This design comes from an exercise in tuning for small area and a short achievable clock period on the open sky130 flow, not from production work. Function was not checked in any run shown here: the RTL went through the layout flow alone. Power is estimated from default activity; no workload was simulated.

==> flow/design.v (outline; a module is shown in full before it is edited, if it fits) <==
// module DCIM: 1769 lines
module DCIM (
    input clk,
    input rst_n,
    input in_valid,
    input [127:0] in_data1,
    input [127:0] in_data2,
    input [127:0] in_data3,
    input [127:0] in_data4,
    output reg out_valid,
    output reg [12:0] O1,
    output reg [12:0] O2,
    output reg [12:0] O3,
    output reg [12:0] O4
);
  // ...
==> flow/flow/run.sh <==
#!/bin/bash
# Standard ORFS layout with two changes:
#  - SYNTH_ARGS=-noabc: skip the abc -fast inside Yosys's generic synth, so the
#    full adders written in the RTL reach extract_fa in their plain polarity
#    (no inverters around every full adder); the final liberty abc still runs.
#  - port buffers use buf_1.
set -euo pipefail
bash standard.sh SYNTH_ARGS=-noabc "BUFFER_PORTS_ARGS=-buffer_cell sky130_fd_sc_hd__buf_1" finish > flow_make.log 2>&1
==> flow/standard.sh <==
#!/bin/bash
# synth_recipe.tcl (not shown) runs the flow's synth.tcl, then flattens the netlist and writes it again
# the make line also repeats each setting of config.mk as NAME=value (left out here)
make -C /OpenROAD-flow-scripts/flow DESIGN_CONFIG=/design/flow/config.mk WORK_HOME=/design/flow/orfs CLKGATE_MAP_FILE= SYNTH_SCRIPT=/design/flow/synth_recipe.tcl "${@:-finish}"
==> flow/config.mk <==
export PLATFORM = sky130hd
export DESIGN_NAME = DCIM
export DESIGN_NICKNAME = DCIM
export VERILOG_FILES = /design/flow/design.v
export SDC_FILE = /design/flow/constraint.sdc
export NUM_CORES = 4
export LEC_CHECK = 0
export CAP_MARGIN = 20
export CORE_MARGIN = 2
export CORE_UTILIZATION = 60
export SETUP_SLACK_MARGIN = 0.8
export SLEW_MARGIN = 20
==> flow/constraint.sdc <==
create_clock -name core_clock -period 2.4 [get_ports {clk}]
set_input_delay 0.4800 -clock core_clock [delete_from_list [all_inputs] [get_ports {clk}]]
set_output_delay 0.4800 -clock core_clock [all_outputs]
set_load 0.01 [all_outputs]
==> flow_summary.yaml, run 1 <==
sta:
  final_hold_viol_count: 0
  fin_crit_ns: 1.67
  timing.slew.headroom_pct: 58.3
  timing.final.crit_share_pct: 69.8
  finalSetupViolCount: 0
  timing.final.ws_setup_ns: 0.726
  fmax_mhz: 597
grt:
  grt_max_degree: 54
  grt_use_met2_pct: 36.6
  grtUsageMet3_pct: 2.91
  grt_usage_pct: 20.5
worst_setup_path:
  critPathTopFamily: "flip-flops"
  crit_cells: 4
  end_kind: "flop"
clock_tree:
  clockBufferDepth: 3
  cts_tree: "yes"
  post_cts_buffers: 13
detailed_routing:
  routed-wl-met2_um: 25700
  drt_iter0_markers: 461
  vias: 13973
cells_and_area:
  clk_share_pct: 5.88
  instances_no_fill: 2891
  buffers_excl_clock: 612
  n_fill_cell: 2792
  inverters: 10
die:
  core_um2: 45200
  ios: 568
  die_w_um: 218
synthesis:
  post-synth-top-area-cell: "fa_1"
  yosysWarnings: 1
  synth_top_cell_area_share_pct: 36.0
  synth_area_leaders: "fa_1 (36%), dfxtp_1 (35%), edfxtp_1 (11%)"
  synth_compound_area_share_pct: 2.68
pwr:
  intPower_uw: 30300
  switchingPower_uw: 13900
  power_density_nw_per_um2: 1300
  totalPowerFinal_uw: 44200
  p_clk_uw: 9430
worst_hold_path:
  worstHoldPathCells: 2
placed_design:
  portBuffers: 567
  dpl_cell_area_um2: 30800
run_status:
  status: "timing/DRC/antenna clean"
==> run 2, diff against run 1 <==
--- a/flow/design.v
+++ b/flow/design.v
@@ -8,33 +8,35 @@
     input [127:0] in_data4,
     output reg out_valid,
     output reg [12:0] O1,
     output reg [12:0] O2,
     output reg [12:0] O3,
     output reg [12:0] O4
 );
 reg [5:1] v;
-reg [1:0] cnt;
+reg [1:0] cnt1;
+reg [1:0] cnt2;
+reg [1:0] cnt3;
+reg [1:0] cnt4;
 reg l5, l6;
-reg keepa1, keepc1;
-reg keepa2, keepc2;
-reg keepa3, keepc3;
-reg keepa4, keepc4;
+reg keep1;
+reg keep2;
+reg keep3;
+reg keep4;
 always @(posedge clk or negedge rst_n) begin
     if (!rst_n) begin
-        v <= 5'd0; cnt <= 2'd0; l5 <= 1'b0; l6 <= 1'b0; out_valid <= 1'b0; O1 <= 13'd0; keepa1 <= 1'b0; keepc1 <= 1'b0; O2 <= 13'd0; keepa2 <= 1'b0; keepc2 <= 1'b0; O3 <= 13'd0; keepa3 <= 1'b0; keepc3 <= 1'b0; O4 <= 13'd0; keepa4 <= 1'b0; keepc4 <= 1'b0;
+        v <= 5'd0; l5 <= 1'b0; l6 <= 1'b0; out_valid <= 1'b0; O1 <= 13'd0; cnt1 <= 2'd0; keep1 <= 1'b0; O2 <= 13'd0; cnt2 <= 2'd0; keep2 <= 1'b0; O3 <= 13'd0; cnt3 <= 2'd0; keep3 <= 1'b0; O4 <= 13'd0; cnt4 <= 2'd0; keep4 <= 1'b0;
     end else begin
         v <= {v[4:1], in_valid};
-        if (v[5]) cnt <= cnt + 2'd1;
-        if (v[5]) begin keepa1 <= ~(&cnt); keepc1 <= ~(&cnt); end
-        if (v[5]) begin keepa2 <= ~(&cnt); keepc2 <= ~(&cnt); end
-        if (v[5]) begin keepa3 <= ~(&cnt); keepc3 <= ~(&cnt); end
-        if (v[5]) begin keepa4 <= ~(&cnt); keepc4 <= ~(&cnt); end
-        l5 <= v[5] & (&cnt);
+        if (v[5]) begin cnt1 <= cnt1 + 2'd1; keep1 <= ~(&cnt1); end
+        if (v[5]) begin cnt2 <= cnt2 + 2'd1; keep2 <= ~(&cnt2); end
+        if (v[5]) begin cnt3 <= cnt3 + 2'd1; keep3 <= ~(&cnt3); end
+        if (v[5]) begin cnt4 <= cnt4 + 2'd1; keep4 <= ~(&cnt4); end
+        l5 <= v[5] & (&cnt1);
         l6 <= l5;
         out_valid <= l6;
         O1 <= l6 ? Q1 : 13'd0;
         O2 <= l6 ? Q2 : 13'd0;
         O3 <= l6 ? Q3 : 13'd0;
         O4 <= l6 ? Q4 : 13'd0;
     end
 end
@@ -324,18 +326,18 @@
 assign S1_w[4] = p1_r3[5] ^ S1_w_n11;
 assign S1_w[5] = S1_w_p5 ^ S1_w_n20;
 assign S1_w[6] = S1_w_p6 ^ S1_w_n23;
 assign S1_w[7] = S1_w_p7 ^ S1_w_n26;
 assign S1_w[8] = S1_w_n29;
 reg [8:0] S1_r4;
 always @(posedge clk) S1_r4 <= S1_w;
 reg [12:0] as1, ac1;
-wire [12:0] ga1 = {as1[11:0], 1'b0} & {13{keepa1}};
-wire [12:0] gc1 = {ac1[11:0], 1'b0} & {13{keepc1}};
+wire [12:0] ga1 = {as1[11:0], 1'b0} & {13{keep1}};
+wire [12:0] gc1 = {ac1[11:0], 1'b0} & {13{keep1}};
 wire a1_s0 = S1_r4[0];
 wire a1_c0 = 1'b0;
 wire a1_s1 = S1_r4[1] ^ ga1[1] ^ gc1[1];
 wire a1_c1 = (ga1[1] & gc1[1]) | (S1_r4[1] & (ga1[1] ^ gc1[1]));
 wire a1_s2 = S1_r4[2] ^ ga1[2] ^ gc1[2];
 wire a1_c2 = (ga1[2] & gc1[2]) | (S1_r4[2] & (ga1[2] ^ gc1[2]));
 wire a1_s3 = S1_r4[3] ^ ga1[3] ^ gc1[3];
 wire a1_c3 = (ga1[3] & gc1[3]) | (S1_r4[3] & (ga1[3] ^ gc1[3]));
@@ -756,18 +758,18 @@
 assign S2_w[4] = p2_r3[5] ^ S2_w_n11;
 assign S2_w[5] = S2_w_p5 ^ S2_w_n20;
 assign S2_w[6] = S2_w_p6 ^ S2_w_n23;
 assign S2_w[7] = S2_w_p7 ^ S2_w_n26;
 assign S2_w[8] = S2_w_n29;
 reg [8:0] S2_r4;
 always @(posedge clk) S2_r4 <= S2_w;
 reg [12:0] as2, ac2;
-wire [12:0] ga2 = {as2[11:0], 1'b0} & {13{keepa2}};
-wire [12:0] gc2 = {ac2[11:0], 1'b0} & {13{keepc2}};
+wire [12:0] ga2 = {as2[11:0], 1'b0} & {13{keep2}};
+wire [12:0] gc2 = {ac2[11:0], 1'b0} & {13{keep2}};
 wire a2_s0 = S2_r4[0];
 wire a2_c0 = 1'b0;
 wire a2_s1 = S2_r4[1] ^ ga2[1] ^ gc2[1];
 wire a2_c1 = (ga2[1] & gc2[1]) | (S2_r4[1] & (ga2[1] ^ gc2[1]));
 wire a2_s2 = S2_r4[2] ^ ga2[2] ^ gc2[2];
 wire a2_c2 = (ga2[2] & gc2[2]) | (S2_r4[2] & (ga2[2] ^ gc2[2]));
 wire a2_s3 = S2_r4[3] ^ ga2[3] ^ gc2[3];
 wire a2_c3 = (ga2[3] & gc2[3]) | (S2_r4[3] & (ga2[3] ^ gc2[3]));
@@ -1188,18 +1190,18 @@
 assign S3_w[4] = p3_r3[5] ^ S3_w_n11;
 assign S3_w[5] = S3_w_p5 ^ S3_w_n20;
 assign S3_w[6] = S3_w_p6 ^ S3_w_n23;
 assign S3_w[7] = S3_w_p7 ^ S3_w_n26;
 assign S3_w[8] = S3_w_n29;
 reg [8:0] S3_r4;
 always @(posedge clk) S3_r4 <= S3_w;
 reg [12:0] as3, ac3;
-wire [12:0] ga3 = {as3[11:0], 1'b0} & {13{keepa3}};
-wire [12:0] gc3 = {ac3[11:0], 1'b0} & {13{keepc3}};
+wire [12:0] ga3 = {as3[11:0], 1'b0} & {13{keep3}};
+wire [12:0] gc3 = {ac3[11:0], 1'b0} & {13{keep3}};
 wire a3_s0 = S3_r4[0];
 wire a3_c0 = 1'b0;
 wire a3_s1 = S3_r4[1] ^ ga3[1] ^ gc3[1];
 wire a3_c1 = (ga3[1] & gc3[1]) | (S3_r4[1] & (ga3[1] ^ gc3[1]));
 wire a3_s2 = S3_r4[2] ^ ga3[2] ^ gc3[2];
 wire a3_c2 = (ga3[2] & gc3[2]) | (S3_r4[2] & (ga3[2] ^ gc3[2]));
 wire a3_s3 = S3_r4[3] ^ ga3[3] ^ gc3[3];
 wire a3_c3 = (ga3[3] & gc3[3]) | (S3_r4[3] & (ga3[3] ^ gc3[3]));
@@ -1620,18 +1622,18 @@
 assign S4_w[4] = p4_r3[5] ^ S4_w_n11;
 assign S4_w[5] = S4_w_p5 ^ S4_w_n20;
 assign S4_w[6] = S4_w_p6 ^ S4_w_n23;
 assign S4_w[7] = S4_w_p7 ^ S4_w_n26;
 assign S4_w[8] = S4_w_n29;
 reg [8:0] S4_r4;
 always @(posedge clk) S4_r4 <= S4_w;
 reg [12:0] as4, ac4;
-wire [12:0] ga4 = {as4[11:0], 1'b0} & {13{keepa4}};
-wire [12:0] gc4 = {ac4[11:0], 1'b0} & {13{keepc4}};
+wire [12:0] ga4 = {as4[11:0], 1'b0} & {13{keep4}};
+wire [12:0] gc4 = {ac4[11:0], 1'b0} & {13{keep4}};
 wire a4_s0 = S4_r4[0];
 wire a4_c0 = 1'b0;
 wire a4_s1 = S4_r4[1] ^ ga4[1] ^ gc4[1];
 wire a4_c1 = (ga4[1] & gc4[1]) | (S4_r4[1] & (ga4[1] ^ gc4[1]));
 wire a4_s2 = S4_r4[2] ^ ga4[2] ^ gc4[2];
 wire a4_c2 = (ga4[2] & gc4[2]) | (S4_r4[2] & (ga4[2] ^ gc4[2]));
 wire a4_s3 = S4_r4[3] ^ ga4[3] ^ gc4[3];
 wire a4_c3 = (ga4[3] & gc4[3]) | (S4_r4[3] & (ga4[3] ^ gc4[3]));
==> run 2 against run 1 <==
Effect of this change:
- sequential cell count grew 9
- non-clock buffer count shrank 15
- via count grew 1.1%
- design area shrank 0.30%
- register-to-register slack is essentially flat
- setup slack gained 0.013 ns
- area after synthesis grew 1.3%
- first-iteration DRC count shrank 6.5%
- critical path type unchanged
- largest power group unchanged
==> flow_summary.yaml, run 2 <==
run_status:
  status: "timing/DRC/antenna clean"
sta:
  fin_crit_ns: 1.66
  finalSetupViolCount: 0
  timing.slew.headroom_pct: 66.9
  holdWs_ns: 0.198
  timing.final.crit_share_pct: 69.2
  final_hold_viol_count: 0
  worst_slew_pin_slew_ns: 0.490
  rsz0062_at_grt: "yes"
  tns_ns: 0
  fmax_mhz: 602
  maxSlewViolCount: 0
  fin_skew_ns: 0.0257
synthesis:
  ys_async_sr_fraction_pct: 11.3
  synth.cells.most_frequent: "fa_1 (492), dfxtp_1 (472), and2_1 (145), edfxtp_1 (96), ha_1 (80)"
  synth_top_flop_cell: "dfxtp_1"
  synth_area_um2: 27700
  synth_cells: 1603
  ys_types: 35
  syn_nets: 2690
  synth_top_cell_area_share_pct: 35.5
  yosysWarnings: 1
  post-synth-top-area-cell: "fa_1"
  syn_area_per_cell_um2: 17.3
  yosysSeqAreaShare_pct: 51.0
  yosysMostFrequentCell: "fa_1"
  synth-edff-count: 96
  synth_area_leaders: "fa_1 (36%), dfxtp_1 (34%), edfxtp_1 (10%)"
  ys_ff_latch: 640
detailed_routing:
  finalWirelength_um: 50300
  drt_iter0_markers: 431
  vias: 14120
  ant_nets: 0
  firstDrtPassIters: 6
  wl_per_cell_um: 17.4
  vias_per_cell: 4.87
  route.detailed.drc: 0
worst_setup_path:
  critPathArrivalTime_ns: 2.19
  critPathKind: "flop to flop"
  max_stage_delay_ns: 0.45
  crit_required_ns: 2.93
  crit_chain: "ha_4, a211oi_4, buf_4, nor3_2, o2111a_1, a211oi_2"
  reg2reg_depth: 6
  reg2reg_to: "P4[12]"
  r2r_setup_slack_ns: 0.74
  worstPathMaxFanout: 2
  r2r-start: "ac4[3]"
  startpoint_type: "flop"
  end_kind: "flop"
  cpMaxStageDelayCell: "edfxtp_1"
worst_hold_path:
  hp-start: "in_data4[124]"
  worstHoldPathCells: 2
  hp-class: "input port to flop"
  min_to: "p4_r0[0]"
placed_design:
  gp_congestion: 0.898
  hpwl_um: 40700
  portBuffers: 567
job:
  drv_cap: 0
grt:
  grt_usage_pct: 21.9
  antenna_found_initial: 1
  grt_pass1_wl_um: 80800
  grt_pass1_vias: 16504
  grt_max_degree: 61
  grt_overflow: 0
clock_tree:
  cts_made_buffers: 60
  clk_pin_slew_ns: 0.06
  clockBufferDepth: 3
  h-tree-depth: 2
  cts_tree: "yes"
  clk_latency_ns: 0.60
  cts_root_buffer: "clkbuf_16"
  cts.sinks: 640
cells_and_area:
  nets: 3334
  layout_commonest_cell: "buf_1"
  syn_to_final_growth_pct: 22.6
  final_cell_mix: "buf_1 (512), dfxtp_1 (472), fa_1 (275)"
  postLayoutCoreUtil_pct: 74.8
  drive_gt1_share_pct: 21.3
pwr:
  power_leakage_uw: 0.0131
  power_density_nw_per_um2: 1290
  vdd_drop_max_mv: 0.770
die:
  rows: 78
  start_util_pct: 61.0
  core_um2: 45500
  die_h_um: 219
  die_w_um: 219
  ios: 568
  die_area_um2: 47900
## run 2: layer usage
metal | vias to the layer above | share of wire [%] | wire, µm | track usage [%]
li1 | 6504 | - | - | -
met1 | 7174 | 40 | 20100 | 27.2
met2 | 359 | 54 | 26900 | 39.7
met3 | 83 | 4.1 | 2080 | 3.84
met4 | 0 | 2.4 | 1180 | 6.10
met5 | - | 0 | 0 | 0
## run 2: how the worst max path moves through the flow
stage                  from   endpoint  slack, ns  cells after the start
6_report             ac4[3]     P4[12]       0.74                      6
5_1_grt             as1[10]     P1[12]       0.65                      5
4_1_cts               O3[2]      O3[2]       0.70                      1
3_5_place_dp    in_data3[4]   p3_r0[7]       0.15                      4
3_3_place_gp    in_data3[4]   p3_r0[7]       0.16                      4
2_1_floorplan  in_data1[15]  p1_r0[39]       0.44                      3
## run 2: worst max-delay path: cells and delay by family, from the launching register on
family | cells | cell delay (ns)
compound gates | 3 | 0.65
buf+inv | 1 | 0.16
flops | 1 | 0.45
simple gates | 1 | 0.04
fa+ha+maj | 1 | 0.28
## run 2: timing repair
action,4_1_cts,5_1_grt
resized for setup,53,87
setup buffers,11,10
hold buffers,2,0
pin swaps,14,29
setup endpoints to repair,92,86
endpoints found under the hold margin,29,0
## run 2: cell type report
class,count,area (µm²)
Clock inverter,17,223
Clock buffer,95,1860
Multi-Input combinational cell,936,14500
Timing Repair Buffer,597,2490
Antenna cell,1,2.50
Inverter,12,45.0
Fill cell,2913,11500
Tap cell,600,751
Sequential cell,640,14100
## run 2: power breakdown
group	internal, µW	leakage [µW]	switching, µW
sequential	16600	0.00588	2660
clock	5820	0.00103	3810
combinational	7740	0.00622	7230
## run 2: per-stage QoR
stage | setup slack [ns] | total power, µW | cell area (µm²) | std cells
floorplan | 0.444 | 28400 | 28300 | 1603
global placement | 0.162 | 32600 | 31200 | 2762
detailed placement | 0.149 | 33300 | 31200 | 2762
CTS | 0.701 | 43800 | 33600 | 2887
global route | 0.647 | 47700 | 34000 | 2898
finish | 0.739 | 43900 | 34000 | 2898
## run 2: cell families after synthesis
family | Yosys count | share of synthesized area [%]
mux | 4 | 0.162
compound gates | 87 | 2.77
simple gates | 201 | 4.32
xor+xnor | 72 | 2.27
flops | 640 | 51.0
buf+inv | 27 | 0.370
fa+ha+maj | 572 | 39.1
==> run 3, diff against run 2 <==
--- a/flow/config.mk
+++ b/flow/config.mk
@@ -8,5 +8,7 @@
 export CAP_MARGIN = 20
 export CORE_MARGIN = 2
 export CORE_UTILIZATION = 60
+export CTS_CLUSTER_DIAMETER = 80
+export CTS_CLUSTER_SIZE = 30
 export SETUP_SLACK_MARGIN = 0.8
 export SLEW_MARGIN = 20
==> run 3 against run 2 <==
Effect of this change:
- still clean
- maximum frequency decreased by 2.8%
- power decreased by 8.3%
- wire length decreased by 2.2%
- cell count decreased by 2.1%
- clock skew decreased by 0.012 ns
- sequential share of layout area increased by 1.3 points
- combinational power about the same
- critical path type unchanged
- critical endpoint unchanged
==> flow_summary.yaml, run 3 <==
placed_design:
  portBuffers: 567
  place_inst: 2762
  hpwl_um: 40700
  dp_slack_ns: 0.149
  gp_congestion: 0.898
sta:
  fmax_mhz: 585
  final_hold_viol_count: 0
  finalSetupViolCount: 0
  timing.final.crit_share_pct: 71.2
  timing.slew.headroom_pct: 68.8
  holdWs_ns: 0.223
  timing.final.ws_setup_ns: 0.691
  fin_skew_ns: 0.0141
  tns_ns: 0
  maxSlewViolCount: 0
  rsz0062_at_grt: "yes"
  worst_slew_pin_slew_ns: 0.462
  fin_crit_ns: 1.71
worst_hold_path:
  hp-start: "in_data1[124]"
  hp-class: "input port to flop"
  min_to: "p1_r0[0]"
  worstHoldPathCells: 2
synthesis:
  ys_ff_latch: 640
  synth-edff-count: 96
  synth_area_leaders: "fa_1 (36%), dfxtp_1 (34%), edfxtp_1 (10%)"
  synth_top_cell_area_share_pct: 35.5
  synthAdderAreaFrac_pct: 39.1
  syn_nets: 2690
  synth_top_family_by_area: "adder cells"
  synthMuxAreaShare_pct: 0.162
  synthSimpleGateAreaFrac_pct: 4.32
  ys_async_sr_fraction_pct: 11.3
  synth_cells: 1603
  yosysMostFrequentCell: "fa_1"
  yosysWarnings: 1
  synth_compound_area_share_pct: 2.77
  syn_area_per_cell_um2: 17.3
  synth_area_um2: 27700
  synth_xor_area_share_pct: 2.27
  yosysSeqAreaShare_pct: 51.0
  synth_top_flop_cell: "dfxtp_1"
  ys_types: 35
  synth.cells.most_frequent: "fa_1 (492), dfxtp_1 (472), and2_1 (145), edfxtp_1 (96), ha_1 (80)"
  post-synth-top-area-cell: "fa_1"
clock_tree:
  clk_pin_slew_ns: 0.11
  h-tree-depth: 1
  cts_root_buffer: "clkbuf_16"
  cts_made_buffers: 28
  clockBufferDepth: 3
  clk_latency_ns: 0.59
  cts.sinks: 640
  cts_tree: "yes"
pwr:
  power_density_nw_per_um2: 1220
  clkPwrFrac_pct: 14.1
  p_seq_share_pct: 47.9
  intPower_uw: 26900
  p_comb_share_pct: 38.0
  swShare_pct: 33.1
  power_leakage_uw: 0.0126
  vdd_drop_max_mv: 0.761
  switchingPower_uw: 13300
cells_and_area:
  postLayoutCoreUtil_pct: 72.6
  nets: 3303
  syn_to_final_growth_pct: 19.0
  final_cell_mix: "buf_1 (513), dfxtp_1 (472), fa_1 (274)"
  instances_no_fill: 2838
  drive_gt1_share_pct: 19.9
  layout_commonest_cell: "buf_1"
detailed_routing:
  firstDrtPassIters: 4
  maxUsedRoutingLayer: "met4"
  ant_nets: 0
  wl_met1_um: 19700
  vias_per_cell: 4.87
  met3_length_um: 1800
  drt_iter0_markers: 502
  vias: 13823
  wl_per_cell_um: 17.3
  route.detailed.drc: 0
  finalWirelength_um: 49200
  routed-wl-met2_um: 26100
grt:
  grt_max_degree: 61
  grt_overflow: 0
  grt_usage_pct: 21.2
  grt_pass1_vias: 16075
  grt_pass1_wl_um: 78600
  antenna_found_initial: 4
run_status:
  status: "timing/DRC/antenna clean"
die:
  ios: 568
  rows: 78
  die_area_um2: 47900
  core_um2: 45500
  die_w_um: 219
  start_util_pct: 61.0
  die_h_um: 219
worst_setup_path:
  reg2reg_to: "P4[12]"
  worstPathMaxFanout: 2
  crit_required_ns: 2.91
  r2r_setup_slack_ns: 0.69
  end_kind: "flop"
  startpoint_type: "flop"
  reg2reg_depth: 6
  critPathKind: "flop to flop"
  r2r-start: "ac4[3]"
  critPathArrivalTime_ns: 2.22
job:
  drv_cap: 0
run 3: cell types whose count changed in the layout (fill, tap and decap cells not counted), sizes merged:
| cell | delta |
|---|---|
| clkbuf | -59 |
| clkinv | -4 |
| bufinv | -5 |
| buf | +2 |
| diode | +3 |
| inv | +3 |
run 3: worst max-delay path by stage:
stage | to | slack (ns) | from | cells after the start
floorplan | p1_r0[39] | 0.44 | in_data1[15] | 3
global placement | p3_r0[7] | 0.16 | in_data3[4] | 4
detailed placement | p3_r0[7] | 0.15 | in_data3[4] | 4
CTS | O3[2] | 0.72 | O3[2] | 1
global route | P4[12] | 0.67 | ac4[3] | 6
finish | P4[12] | 0.69 | ac4[3] | 6
run 3: final cells by class:
class                      instances  area [µm²]
antenna                            4        10.0
clock buffer                      37         766
clock inverter                    11         139
fill                            3047       12500
inverter                          12        45.0
multi-input combinational        936       14700
sequential                       640       14100
tap                              600         751
timing repair buffer             598        2500
run 3: kinds of logic (layout without fill, tap and decap cells):
logic type                 count (synthesis)  count (layout)
other                                      0               4
muxes                                      4               4
xor gates and xnor gates                  72              72
and+or+nand+nor                          201             201
DFF                                      640             640
buffers and inverters                     27             658
adders and majority gates                572             572
AOI/OAI and AO/OA                         87              87
run 3: timing repair:
action	4_1_cts	5_1_grt
setup endpoints to repair	73	84
pin swaps	16	37
hold endpoints to repair	29	0
gates cloned	0	0
gates resized for setup	51	107
hold buffers	2	0
setup buffers	9	13
run 3: through the flow:
stage                     total power [µW]  instance area (µm²)
after CTS                            39600                32400
after global routing                 44000                33000
after detailed placement             33300                31200
after global placement               32600                31200
final                                40300                33000
after floorplan                      28400                28300
run 3: worst max-delay path, cell delays in order, from the launching register on:
cell	delay (ns)
edfxtp_1	0.45
ha_4	0.28
a211oi_4	0.28
buf_4	0.16
nor3_2	0.04
o2111a_1	0.26
a211oi_2	0.16
run 3: power by group through the flow:
| stage | combinational, µW | clock, µW | sequential [µW] |
|---|---|---|---|
| floorplan | 9660 | 0 | 18700 |
| global placement | 13400 | 0 | 19200 |
| detailed placement | 14000 | 0 | 19400 |
| CTS | 14600 | 5850 | 19200 |
| global route | 17900 | 6200 | 19900 |
| finish | 15300 | 5670 | 19300 |
run 3: layer usage:
layer | track usage (%) | vias up
li1 | - | 6415
met5 | 0 | -
met1 | 26.6 | 6987
met3 | 2.51 | 90
met2 | 38.2 | 331
met4 | 7.32 | 0

-- separate check: timing with driven ports --
The flow's constraints put no driver on any port. The routed layouts listed below were extracted and timed again, unchanged, in two steps. Step 1 assumes that a clkbuf_16 drives the clock port and a buf_2 every other input. Step 2, shift: input delay + t, output delay - t, t = (earliest + latest rising clock arrival at the registers) / 2. This alone moves slack from input paths to output paths. Slacks: ideal ports / drivers / drivers and shift; pairs: ideal ports / drivers.
run	shift t [ns]	setup slack, ns	clock arrival spread, ns	slew at the worst register clock pin (ns)	worst slew at a driven data input, ns
run 1	0.649	0.726 / 0.700 / 0.246	0.021 / 0.021	0.07 / 0.07	0.06
run 2	0.659	0.739 / 0.693 / 0.194	0.033 / 0.033	0.06 / 0.06	0.09
run 3	0.643	0.691 / 0.691 / 0.212	0.018 / 0.018	0.11 / 0.11	0.10
After both steps every run listed still meets setup and hold. For run 2, which loses most, drivers alone change the setup slack by -0.046 ns; drivers and shift together by -0.545 ns.
